This is an optimization exercise on Yosys and OpenROAD, whose aim is small area, a short achievable clock period and few clock cycles, not a production implementation. At most, simulation tests tie the RTL to the original design; equivalence was not proved.

==> v22 <==
==> flow/design.v (excerpt) <==
module core(i_clk, i_arst_n, i_int_source,
            i_instr_mem, o_instr_adr,
            o_wb_cyc, o_wb_stb, o_wb_sel, o_wb_we, o_wb_adr, o_wb_dat,
            i_wb_dat, i_wb_ack);
export LEC_CHECK = 0
export CAP_MARGIN = 20
export CORE_MARGIN = 2
export CORE_UTILIZATION = 45
export SETUP_SLACK_MARGIN = 5
export SLEW_MARGIN = 20
create_clock -name core_clock -period 9.0 [get_ports {i_clk}]
run.sh (not shown) runs the stock make flow with config.mk's settings and CLKGATE_MAP_FILE= SYNTH_SCRIPT=/design/flow/synth_recipe.tcl, a recipe that flattens the netlist after the stock synthesis.
==> v25 (differences from v22) <==
--- a/flow/design.v
+++ b/flow/design.v
@@ -90,17 +90,12 @@
             hi <= {4'd0, hi[31:4]};
             lo <= {hi[3:0], lo[31:4]};
           end
           cnt <= cnt - 6'd4;
           bsy <= cnt != 6'd4;
         end
-      end else if (lead & (bm[31:3] != 29'd0)) begin
-        lead <= 1'b0;
-        hi <= {29'd0, lo[31:29]};
-        lo <= {lo[28:0], 3'd0};
-        cnt <= cnt - 6'd3;
       end else begin
         lead <= 1'b0;
         if (isdiv) begin
           hi <= ge ? s[31:0] : {hi[30:0], lo[31]};
           lo <= {lo[30:0], ge};
         end else begin
@@ -213,29 +208,26 @@
   reg  [2:0]  ex_mt;
   reg         ex_beq, ex_bne, ex_blez, ex_bgtz, ex_bltz, ex_bgez, ex_cz;
   reg         ex_jmp, ex_jrc;
   reg         ex_mul, ex_div, ex_mdsgn, ex_mthi, ex_mtlo, ex_mdany, ex_hisel;
   reg         ex_mtc0, ex_rfe, ex_resv, ex_ds, ex_nofwd, ex_mds;
   reg  [29:0] ex_pc;
-  reg         mw_wen, mw_ld;
-  reg  [31:0] mw_res;
-  reg         b_req, b_we;
-  reg  [3:0]  b_sel;
-  reg  [31:0] b_adr, b_dat;
+  reg         mw_req, mw_we, mw_wen, mw_ld;
+  reg  [3:0]  mw_sel;
+  reg  [31:0] mw_res, mw_dat;
   reg  [4:0]  mw_dest;
   reg  [2:0]  mw_mt;
   reg         mw_take, mw_ovf;
   reg  [4:0]  st_exc;
   reg  [8:0]  st_int;
   reg  [14:0] cause;
   reg  [29:0] epc;
   reg         ie;
   reg  [8:0]  int_q, pend;
   reg  [31:0] rf [1:31];
-  wire bus_hold = b_req & ~i_wb_ack;           
-  wire freeze   = mw_ld & bus_hold;            
+  wire freeze = mw_req & ~i_wb_ack;
   wire [31:0] ins = i_instr_mem;
   wire [5:0]  op  = ins[31:26];
   wire [4:0]  rs  = ins[25:21];
   wire [4:0]  rt  = ins[20:16];
   wire [4:0]  rd  = ins[15:11];
   wire [5:0]  fn  = ins[5:0];
@@ -410,14 +402,13 @@
   wire        md_busy;
   wire        a_lo_bad = (ex_mt == 3'b001) & sum[0] | (ex_mt == 3'b011) & (sum[1] | sum[0]);
   wire        b_zero   = ex_b == 32'd0;
   wire [4:0]  exc = {ex_div & b_zero, ex_ovfc & ovf, (ex_ld | ex_st) & a_lo_bad,
                      ex_jrc & (ex_a[1] | ex_a[0]), ex_resv};
   wire        fault    = |exc;
-  wire        ex_stall = ex_v & ex_mdany & md_busy & ~ex_mds |
-                         ex_v & (ex_ld | ex_st) & bus_hold;    
+  wire        ex_stall = ex_v & ex_mdany & md_busy & ~ex_mds;
   wire        ovf_take = mw_ovf & ie & st_exc[3];
   wire        squash   = mw_take | ovf_take;
   wire        int_now  = ex_v & ~squash & ~ex_mds & ie & |pend;
   wire [4:0]  exc_f    = {exc[4], 1'b0, exc[2:0]};
   wire        take     = (int_now | ex_v & ~squash & ie & |(exc_f & st_exc)) & ~freeze;
   wire        ex_ok    = ex_v & ~squash & ~int_now;        
@@ -446,13 +437,13 @@
                             (a_lo == 2'd2) ? 4'b0111 : 4'b1111;
       3'b110:         sel = (a_lo == 2'd0) ? 4'b1111 : (a_lo == 2'd1) ? 4'b1110 :
                             (a_lo == 2'd2) ? 4'b1100 : 4'b1000;
       default:        sel = 4'b1111;
     endcase
   end
-  wire [1:0] m_a   = b_adr[1:0];
+  wire [1:0] m_a   = mw_res[1:0];
   wire [1:0] m_rot = (mw_mt[1:0] == 2'b01) ? {m_a[1], 1'b0} : m_a + {1'b0, mw_mt == 3'b010};
   reg  [31:0] m_r;
   always @* begin
     case (m_rot)
       2'd0: m_r = i_wb_dat;
       2'd1: m_r = {i_wb_dat[7:0], i_wb_dat[31:8]};
@@ -464,52 +455,49 @@
   always @* begin
     case (mw_mt)
       3'b000: ld_v = {{24{m_r[7]}}, m_r[7:0]};
       3'b100: ld_v = {24'd0, m_r[7:0]};
       3'b001: ld_v = {{16{m_r[15]}}, m_r[15:0]};
       3'b101: ld_v = {16'd0, m_r[15:0]};
-      3'b010: ld_v = (m_a == 2'd0) ? {m_r[31:24], b_dat[23:0]} :
-                     (m_a == 2'd1) ? {m_r[31:16], b_dat[15:0]} :
-                     (m_a == 2'd2) ? {m_r[31:8],  b_dat[7:0]}  : m_r;
+      3'b010: ld_v = (m_a == 2'd0) ? {m_r[31:24], mw_dat[23:0]} :
+                     (m_a == 2'd1) ? {m_r[31:16], mw_dat[15:0]} :
+                     (m_a == 2'd2) ? {m_r[31:8],  mw_dat[7:0]}  : m_r;
       3'b110: ld_v = (m_a == 2'd0) ? m_r :
-                     (m_a == 2'd1) ? {b_dat[31:24], m_r[23:0]} :
-                     (m_a == 2'd2) ? {b_dat[31:16], m_r[15:0]} : {b_dat[31:8], m_r[7:0]};
+                     (m_a == 2'd1) ? {mw_dat[31:24], m_r[23:0]} :
+                     (m_a == 2'd2) ? {mw_dat[31:16], m_r[15:0]} : {mw_dat[31:8], m_r[7:0]};
       default: ld_v = m_r;
     endcase
   end
   assign mw_wdata = mw_ld ? ld_v : mw_res;
-  assign o_wb_cyc = b_req;
-  assign o_wb_stb = b_req;
-  assign o_wb_we  = b_we;
-  assign o_wb_sel = b_sel;
-  assign o_wb_adr = {2'b00, b_adr[31:2]};
-  assign o_wb_dat = b_dat;
+  assign o_wb_cyc = mw_req;
+  assign o_wb_stb = mw_req;
+  assign o_wb_we  = mw_we;
+  assign o_wb_sel = mw_sel;
+  assign o_wb_adr = {2'b00, mw_res[31:2]};
+  assign o_wb_dat = mw_dat;
   assign o_instr_adr = pc;
   always @(posedge i_clk)
     if (mw_wen) rf[mw_dest] <= mw_wdata;
   wire fd_go = ~freeze & ~squash & ~ex_stall & ~ld_stall;
   always @(posedge i_clk, negedge i_arst_n) begin
     if (!i_arst_n) begin
       pc <= 30'd0;
       ex_v <= 1'b0;
-      b_req <= 1'b0;
-      mw_ld <= 1'b0;
+      mw_req <= 1'b0;
       mw_wen <= 1'b0;
       mw_take <= 1'b0;
       mw_ovf <= 1'b0;
       ex_mds <= 1'b0;
     end else begin
       ex_mds <= freeze & (ex_mds | md_start);
       if (squash)     pc <= 30'd2;
       else if (fd_go) pc <= redirect ? tgt : pc_inc;
       if (squash) ex_v <= 1'b0;
       else if (~freeze & ~ex_stall) ex_v <= ~ld_stall;
-      if (~bus_hold)
-        b_req <= ex_ok & ~ex_stall & ~fault & (ex_ld | ex_st);
       if (~freeze) begin
-        mw_ld <= ex_ok & ~ex_stall & ~fault & ex_ld;
+        mw_req <= ex_ok & ~fault & (ex_ld | ex_st);
         mw_wen <= ex_ok & ~ex_stall & ex_wfin;
         mw_ovf <= ex_ok & exc[3];
       end
       mw_take <= take;
     end
   end
@@ -554,22 +542,18 @@
       ex_resv <= d_resv;
       ex_ds <= ex_v & ex_jmp | ex_v & (ex_beq | ex_bne | ex_blez | ex_bgtz | ex_bltz | ex_bgez);
       ex_pc <= pc;
     end
   end
   always @(posedge i_clk) begin
-    if (~bus_hold) begin
-      b_we <= ex_st;
-      b_sel <= sel;
-      b_adr <= sum[31:0];
-      b_dat <= (ex_st ? st_d : ex_b);
-    end
-  end
-  always @(posedge i_clk) begin
     if (~freeze) begin
+      mw_we <= ex_st;
+      mw_ld <= ex_ld;
+      mw_sel <= sel;
       mw_res <= res;
+      mw_dat <= (ex_st ? st_d : ex_b);
       mw_dest <= ex_dest;
       mw_mt <= ex_mt;
     end
   end
   wire cp_go = ex_ok & ~freeze;    
   always @(posedge i_clk, negedge i_arst_n) begin
==> v34 (differences from v22) <==
--- a/flow/design.v
+++ b/flow/design.v
@@ -392,17 +392,17 @@
       3'd0: res = sum[31:0];
       3'd1: res = {31'd0, sum[32]};
       3'd2: res = logic_r;
       3'd3: res = sh_out[31:0];
       3'd4: res = opb;
       3'd5: res = link;
-      3'd6: res = md_out;
       default: res = cp0_r;
     endcase
   end
   assign ex_res = res;
+  wire [31:0] mw_res_d = (ex_rsel == 3'd6) ? md_out : res;
   wire [31:0] cmp_b = ex_b & {32{~ex_cz}};
   wire        eq    = (ex_a == cmp_b);
   wire        taken = ex_beq & eq | ex_bne & ~eq | ex_blez & (ex_a[31] | eq) |
                       ex_bgtz & ~ex_a[31] & ~eq | ex_bltz & ex_a[31] | ex_bgez & ~ex_a[31];
   wire        redirect = ex_v & (taken | ex_jmp);
   wire [29:0] br_tgt = pc + {{14{ex_imm[15]}}, ex_imm};
@@ -527,13 +527,13 @@
       ex_sgn <= d_sgn;
       ex_ovfc <= d_ovfc;
       ex_lop <= d_lop;
       ex_sop <= d_sop;
       ex_svar <= d_svar;
       ex_ld <= op_ld;
-      ex_nofwd <= op_ld | d_ovfc;
+      ex_nofwd <= op_ld | d_ovfc | op_r & (f_mfhi | f_mflo);
       ex_st <= op_st;
       ex_mt <= op[2:0];
       ex_beq <= op_beq;
       ex_bne <= op_bne;
       ex_blez <= op_blez;
       ex_bgtz <= op_bgtz;
@@ -563,13 +563,13 @@
       b_adr <= sum[31:0];
       b_dat <= (ex_st ? st_d : ex_b);
     end
   end
   always @(posedge i_clk) begin
     if (~freeze) begin
-      mw_res <= res;
+      mw_res <= mw_res_d;
       mw_dest <= ex_dest;
       mw_mt <= ex_mt;
     end
   end
   wire cp_go = ex_ok & ~freeze;    
   always @(posedge i_clk, negedge i_arst_n) begin
==> flow/config.mk (replaced) <==
export PLATFORM = sky130hd
export DESIGN_NAME = core
export DESIGN_NICKNAME = core
export VERILOG_FILES = /design/flow/design.v
export SDC_FILE = /design/flow/constraint.sdc
export NUM_CORES = 8
export LEC_CHECK = 0
export CAP_MARGIN = 5
export CORE_MARGIN = 2
export CORE_UTILIZATION = 45
export CTS_CLUSTER_DIAMETER = 100
export CTS_CLUSTER_SIZE = 20
export SETUP_SLACK_MARGIN = 5
export SLEW_MARGIN = 5
==> summary.txt <==
Biggest Area Class: v25 multi-input combinational cells; v22 flip-flops and latches; v34 flip-flops and latches
End point of the worst hold path: v25 pend[2]; v22 pend[7]; v34 pend[6]
Count of cell instances traversed by the critical path: v25 9; v22 17; v34 11
Sequential fraction of total cell area: v25 39.9%; v22 41.4%; v34 44.1%
Count of antenna diodes in the layout: v25 39; v22 22; v34 30
Number of global-route vias before repair: v25 79,854; v22 77,286; v34 74,236
Htree depth: v25 4; v22 4; v34 3
Source-to-sink clock delay at the later pin of the worst-skew pair: v25 0.90 ns; v22 0.89 ns; v34 0.84 ns
Site Rows: v25 159; v22 160; v34 159
Fraction of the yosys area taken by sequential cells: v25 51.2%; v22 51.3%; v34 52.1%
CTS clk-pin slew, worst paths: v25 0.06 ns; v22 0.06 ns; v34 0.09 ns
Nets: v25 8,832; v22 8,769; v34 8,349
Length in cells of the worst reg-to-reg path: v25 20; v22 17; v34 16
Compound-cell area share of the yosys netlist: v25 22.6%; v22 21.5%; v34 21.0%
Detailed router's first-iteration violation count: v25 19,002; v22 17,406; v34 17,740
Met2 demand-to-capacity share in global routing: v25 73.7%; v22 66.9%; v34 63.6%
Layout cell share with drive strength beyond 1: v25 26.2%; v22 23.4%; v34 19.6%
Multi-input combinational cell count: v25 5,627; v22 5,666; v34 5,467
Clock buffer instance count of the final layout: v25 197; v22 197; v34 105
Crit path capture: v25 ex_opb[17]; v22 u_md.hi[2]; v34 ex_a[22]
Status: v25 complete, no violations; v22 complete, no violations; v34 complete, no violations
Tap cells: v25 2,495; v22 2,511; v34 2,495
Mean cell area of the mapped netlist: v25 10.7 sq um; v22 10.7 sq um; v34 10.9 sq um
Testbench counts of v22, summed over its fixed seeds: cycles 23,591.
Testbench counts of v34, summed over its fixed seeds: cycles 23,591.
For v25, only the layout was checked, not whether the RTL still works.

-- static timing again, ports no longer ideal --
How much do the figures lean on ideal ports? The routed layouts below were timed once more, with nothing changed but the port constraints.
Step 1 assumes that a clkbuf_16 drives the clock port and a buf_2 every other input.
Step 2 also shifts input and output timing later by t, the mid clock arrival at the registers, as if the neighbouring blocks saw the same clock.
Three values: ideal ports, drivers, drivers and shift; two values: the first two.
run | shift t [ns] | setup WS [ns] | slew at the worst register clock pin (ns) | worst data-port slew with drivers (ns)
v22 | 0.937 | 4.585 / 4.585 / 3.832 | 0.07 / 0.07 | 0.19
v25 | 0.956 | 4.580 / 4.586 / 3.660 | 0.08 / 0.08 | 0.19
v34 | 0.899 | 4.559 / 4.544 / 3.646 | 0.10 / 0.10 | 0.20
After both steps every run listed still meets setup and hold. For v25, which loses most, drivers alone change the setup slack by +0.006 ns; drivers and shift together by -0.920 ns.
